Source: an optimization exercise on an open RTL-to-GDS flow (aim: small area). Production flows keep margins and buffers that such runs may drop. Only simulation tests tie the RTL to the original design; equivalence was not proved. The flow treats the clock pin as an ideal source. Dropping or thinning the clock tree relies on that and would not hold on a real chip. Power and IR drop assume default switching activity.

Setup of run a:
==> flow/design.v (excerpt) <==
module jumpy_hawk(
		CLOCK_50,
		SW,
		LEDR,
		KEY,
		HEX0,
		VGA_X,
		VGA_Y,
		VGA_COLOUR,
		VGA_PLOT
);
	input [17:0] SW;
	input CLOCK_50;
	input [3:0] KEY;
	output [6:0] HEX0;
	output [9:0] LEDR;
	output [7:0] VGA_X;
	output [7:0] VGA_Y;
	output [2:0] VGA_COLOUR;
	output VGA_PLOT;
	wire rst = !KEY[0];
	wire run = KEY[1];
	reg en;
	reg [1:0] L;
	reg [6:0] H;
	always @(posedge CLOCK_50)
		if (rst) begin
			en <= 1'b0;
			L <= 2'd0;
			H <= 7'd64;
		end else begin
			if (SW[17]) en <= 1'b1;
			L <= run ? L - 1'b1 : 2'd3;
			if (!run) H <= 7'd0;
			else if (L == 2'd0) H <= {H[5:0], H[6] ^ H[5] ^ (H[5:0] == 6'd0)};
		end
	wire h0 = H == 7'd64;
	wire ctl = en && (h0 || H == 7'd96) && ((h0 && L == 2'd0) || !run);
	wire dtick = run && L == 2'd2;
	localparam K_START = 2'd0, K_GO = 2'd1, K_STOP = 2'd2;
	reg gogo, par;
	reg [3:0] bpos;
	reg [1:0] bk;
	reg [2:0] wpos;
	reg [1:0] wk;
	wire coll;
	wire b_dec = bpos == 4'd3;
	wire w_dec = wpos == 3'd0;
	always @(posedge CLOCK_50)
		if (rst) begin
			gogo <= 1'b0;
			par <= 1'b0;
			bpos <= 4'd3;
			bk <= K_START;
			wpos <= 3'd0;
			wk <= K_START;
		end else if (ctl) begin
			if (!SW[1]) gogo <= 1'b1;
			par <= !par;
			if (par) begin
				if (b_dec) begin
					bk <= (bk == K_START) ? (gogo ? K_GO : K_START) :
						(bk == K_GO && !coll) ? K_GO :
						(bk == K_GO) ? K_STOP : K_START;
					if (bk != K_STOP) bpos <= 4'd7;
				end else
					bpos <= bpos + 1'b1;
			end else begin
				if (w_dec) begin
  ...
Size in the first run: ~60 I/O pins, about 5600 um2 of cells after synthesis.
clock: 10.0 ns
lec_check: 0
cap_margin: 0
core_margin: 2
core_utilization: 65
gpl_timing_driven: 0
slew_margin: 0
standard.sh (not shown) runs the stock make flow with config.mk's settings and CLKGATE_MAP_FILE= SYNTH_SCRIPT=/design/flow/synth_recipe.tcl, a recipe that flattens the netlist after the stock synthesis.
==> flow/flow/run.sh <==
#!/bin/bash
# Layout flow: the standard synthesis, its combinational logic re-mapped
# by ABC for area (flip-flops untouched), eight ABC runs with different seeds
# (four at a time) and the smallest kept (its equivalence with the standard
# netlist checked), then the standard ORFS layout with small port buffers
# and a small clock tree.
set -euo pipefail
HERE=$(pwd)
F=$HERE/flow
R=$HERE/orfs/results/$FLOW_PLATFORM/jumpy_hawk/base
LIB=$FLOW_HOME/platforms/$FLOW_PLATFORM/lib/sky130_fd_sc_hd__tt_025C_1v80.lib

bash standard.sh synth > $HERE/synth_std.log 2>&1
cp $R/1_2_yosys.v $HERE/std.v

# two waves of four ABC runs (NUM_CORES is 4): two deepsyn rounds, then
# three shorter ones, each with its own seeds
for k in 0 1 2 3 4 5 6 7; do
  if [ $k -lt 4 ]; then
    sed -e "s/SEED1/$k/" -e "s/SEED2/$((k + 4))/" $F/abc_template.scr > $HERE/abc_$k.scr
  else
    sed -e "s/SEED1/$((k + 4))/" -e "s/SEED2/$((k + 8))/" -e "s/SEED3/$((k + 12))/" $F/abc_template2.scr > $HERE/abc_$k.scr
  fi
done
for wave in "0 1 2 3" "4 5 6 7"; do
  pids=()
  for k in $wave; do
    LIB=$LIB NETLIST_IN=$HERE/std.v NETLIST_OUT=$HERE/new_$k.v ABC_SCRIPT=$HERE/abc_$k.scr \
      yosys -c $F/remap.tcl > $HERE/remap_$k.log 2>&1 &
    pids+=($!)
  done
  for p in "${pids[@]}"; do wait $p || true; done
done
best=$(for k in 0 1 2 3 4 5 6 7; do
  a=$(grep "Chip area" $HERE/remap_$k.log | awk '{print $NF}' || true)
  if [ -n "$a" ] && [ -s $HERE/new_$k.v ]; then echo "$a $k"; fi
done | sort -g | head -1 | awk '{print $2}')
echo "chosen remap: $best" > $HERE/choice.log
grep "Chip area" $HERE/remap_*.log >> $HERE/choice.log
cp $HERE/new_$best.v $HERE/new.v

ln -sf $LIB $HERE/lib.lib
yosys $F/equiv.ys > $HERE/equiv.log 2>&1
rm -f $HERE/lib.lib
cp $HERE/new.v $R/1_2_yosys.v
rm -f $R/1_synth.odb $R/1_synth.sdc

source $F/settings.sh
bash standard.sh finish > $HERE/finish.log 2>&1
==> flow/flow/abc_template.scr <==
strash
&get -n
&deepsyn -T 60 -S SEED1
&put
dc2
&get -n
&deepsyn -T 60 -S SEED2
&dch -f
&nf -a -R 1000
&put
Other scripts of this flow, unchanged in this note and not shown: flow/flow/abc_template2.scr, flow/flow/clock_tree.tcl, flow/flow/equiv.ys, flow/flow/remap.tcl, flow/flow/settings.sh
Input changes introduced in run b (baseline for comparison: run a):
==> flow/flow/run.sh <==
#!/bin/bash
# Layout flow: the standard synthesis, its combinational logic re-mapped
# by ABC for area (flip-flops untouched), twelve ABC runs with different seeds
# (four at a time) and the smallest kept (its equivalence with the standard
# netlist checked), then the standard ORFS layout with small port buffers
# and a small clock tree.
set -euo pipefail
HERE=$(pwd)
F=$HERE/flow
R=$HERE/orfs/results/$FLOW_PLATFORM/jumpy_hawk/base
LIB=$FLOW_HOME/platforms/$FLOW_PLATFORM/lib/sky130_fd_sc_hd__tt_025C_1v80.lib

bash standard.sh synth > $HERE/synth_std.log 2>&1
cp $R/1_2_yosys.v $HERE/std.v

# three waves of four ABC runs (NUM_CORES is 4), each three deepsyn rounds
# with its own seeds
seeds=("8 12 16" "11 15 19" "9 13 17" "10 14 18" "20 32 44" "21 33 45"
       "22 34 46" "23 35 47" "24 36 48" "25 37 49" "26 38 50" "27 39 51")
for k in 0 1 2 3 4 5 6 7 8 9 10 11; do
  set -- ${seeds[$k]}
  sed -e "s/SEED1/$1/" -e "s/SEED2/$2/" -e "s/SEED3/$3/" $F/abc_template2.scr > $HERE/abc_$k.scr
done
for wave in "0 1 2 3" "4 5 6 7" "8 9 10 11"; do
  pids=()
  for k in $wave; do
    LIB=$LIB NETLIST_IN=$HERE/std.v NETLIST_OUT=$HERE/new_$k.v ABC_SCRIPT=$HERE/abc_$k.scr \
      yosys -c $F/remap.tcl > $HERE/remap_$k.log 2>&1 &
    pids+=($!)
  done
  for p in "${pids[@]}"; do wait $p || true; done
done
best=$(for k in 0 1 2 3 4 5 6 7 8 9 10 11; do
  a=$(grep "Chip area" $HERE/remap_$k.log | awk '{print $NF}' || true)
  if [ -n "$a" ] && [ -s $HERE/new_$k.v ]; then echo "$a $k"; fi
done | sort -g | head -1 | awk '{print $2}')
echo "chosen remap: $best" > $HERE/choice.log
grep "Chip area" $HERE/remap_*.log >> $HERE/choice.log
cp $HERE/new_$best.v $HERE/new.v

ln -sf $LIB $HERE/lib.lib
yosys $F/equiv.ys > $HERE/equiv.log 2>&1
rm -f $HERE/lib.lib
cp $HERE/new.v $R/1_2_yosys.v
rm -f $R/1_synth.odb $R/1_synth.sdc

source $F/settings.sh
bash standard.sh finish > $HERE/finish.log 2>&1
removed: flow/flow/abc_template.scr
Notes after the runs:
- Between run a and run b, the clock share of power figures differ only marginally.
- From run a to run b the numbers moved as follows: number of I/O port buffers comparable; sequential cell count saw little to no change; fraction of met3 tracks used by global routing barely changed.
- From run a to run b, worst-path maximum fanout did not move at all.
- Reported for run b and run a, routed wire length turned out identical to the last digit.
- There was hardly any difference in slew at the pin closest to its max-slew limit between run b and run a.
- Reported for run b and run a, cell area turned out identical to the last digit.
In every run of this note, the design's own scripts or RTL, not TritonCTS, make the clock network.


juniper:
jumpy_hawk again, from the RTL that the note above started with.
Settings: LEC_CHECK=0, CAP_MARGIN=0, CORE_MARGIN=2, CORE_UTILIZATION=65, GPL_TIMING_DRIVEN=0, SLEW_MARGIN=0; clock period 10.0 ns.
==> flow/flow/run.sh <==
#!/bin/bash
# Layout flow: the standard synthesis, its combinational logic re-mapped
# by ABC for area (flip-flops untouched), four ABC runs with different seeds
# in parallel and the smallest kept (its equivalence with the standard
# netlist checked), then the standard ORFS layout with small port buffers
# and a small clock tree.
set -euo pipefail
HERE=$(pwd)
F=$HERE/flow
R=$HERE/orfs/results/$FLOW_PLATFORM/jumpy_hawk/base
LIB=$FLOW_HOME/platforms/$FLOW_PLATFORM/lib/sky130_fd_sc_hd__tt_025C_1v80.lib

bash standard.sh synth > $HERE/synth_std.log 2>&1
cp $R/1_2_yosys.v $HERE/std.v

pids=()
for k in 0 1 2 3; do
  sed -e "s/SEED1/$k/" -e "s/SEED2/$((k + 4))/" $F/abc_template.scr > $HERE/abc_$k.scr
  LIB=$LIB NETLIST_IN=$HERE/std.v NETLIST_OUT=$HERE/new_$k.v ABC_SCRIPT=$HERE/abc_$k.scr \
    yosys -c $F/remap.tcl > $HERE/remap_$k.log 2>&1 &
  pids+=($!)
done
for p in "${pids[@]}"; do wait $p || true; done
best=$(for k in 0 1 2 3; do
  a=$(grep "Chip area" $HERE/remap_$k.log | awk '{print $NF}' || true)
  if [ -n "$a" ] && [ -s $HERE/new_$k.v ]; then echo "$a $k"; fi
done | sort -g | head -1 | awk '{print $2}')
echo "chosen remap: $best" > $HERE/choice.log
grep "Chip area" $HERE/remap_*.log >> $HERE/choice.log
cp $HERE/new_$best.v $HERE/new.v

ln -sf $LIB $HERE/lib.lib
yosys $F/equiv.ys > $HERE/equiv.log 2>&1
rm -f $HERE/lib.lib
cp $HERE/new.v $R/1_2_yosys.v
rm -f $R/1_synth.odb $R/1_synth.sdc

source $F/settings.sh
bash standard.sh finish > $HERE/finish.log 2>&1
==> flow/flow/settings.sh <==
export BUFFER_PORTS_ARGS="-buffer_cell sky130_fd_sc_hd__buf_1"
export CTS_ARGS="-sink_clustering_enable -repair_clock_nets -buf_list sky130_fd_sc_hd__clkbuf_8 -dont_use_dummy_load"
export POST_CTS_TCL=$HERE/flow/clock_tree.tcl
export REMOVE_ABC_BUFFERS=1
Other scripts of this flow, unchanged in this note and not shown: flow/flow/abc_template.scr, flow/flow/clock_tree.tcl, flow/flow/equiv.ys, flow/flow/remap.tcl
juniper | stages: all done | timing, DRC, antenna: all pass
> inputs changed (juniper -> yarrow)
==> flow/flow/settings.sh <==
export BUFFER_PORTS_ARGS="-buffer_cell sky130_fd_sc_hd__buf_1"
export CTS_ARGS="-sink_clustering_enable -repair_clock_nets -buf_list sky130_fd_sc_hd__clkbuf_8 -dont_use_dummy_load"
export POST_CTS_TCL=$HERE/flow/clock_tree.tcl
The global-route wire length before repair in yarrow was lower than what juniper gave. Between yarrow and juniper, the internal power does not differ in any meaningful way. Min cell count across yarrow and juniper: juniper. Core utilization: yarrow higher than juniper. yarrow — net count of the finished layout 0.79% higher, juniper as reference. Sequential share of layout area of yarrow is on par with juniper. Between yarrow and juniper, the part of the power in combinational logic does not differ in any meaningful way. Re initial antenna violation count: no difference whatsoever between yarrow and juniper. yarrow: final area about 0.38% above juniper.
No run of this note takes its clock network from TritonCTS; it comes from the design's own scripts or RTL.

-- afterwards: timing with drivers on the ports --
How much do the figures lean on ideal ports? The routed layouts below were timed once more, with nothing changed but the port constraints. Step 1 (the two cells are an assumption about what drives the block):
set clk [get_ports {CLOCK_50}]
set_driving_cell -lib_cell sky130_fd_sc_hd__clkbuf_16 $clk
set_driving_cell -lib_cell sky130_fd_sc_hd__buf_2 [delete_from_list [all_inputs] $clk]
Step 2, shift: input delay + t, output delay - t, t = (earliest + latest rising clock arrival at the registers) / 2. This alone moves slack from input paths to output paths. Three values: no drivers, after step 1, after step 2; two values: the first two.
run | shift t [ns] | slack for setup (ns) | hold slack, ns | worst setup path at the end | cell pins on the clock port's net
run a | 0.246 | 2.457 / 2.373 / 2.619 | 0.497 / 0.497 / 0.497 | register to output | 4
run b | 0.246 | 2.457 / 2.373 / 2.619 | 0.497 / 0.497 / 0.497 | register to output | 4
juniper | 0.245 | 2.289 / 2.207 / 2.452 | 0.484 / 0.484 / 0.484 | register to output | 4
yarrow | 0.239 | 2.287 / 2.207 / 2.446 | 0.485 / 0.485 / 0.485 | register to output | 4
After both steps every run listed still meets setup and hold.
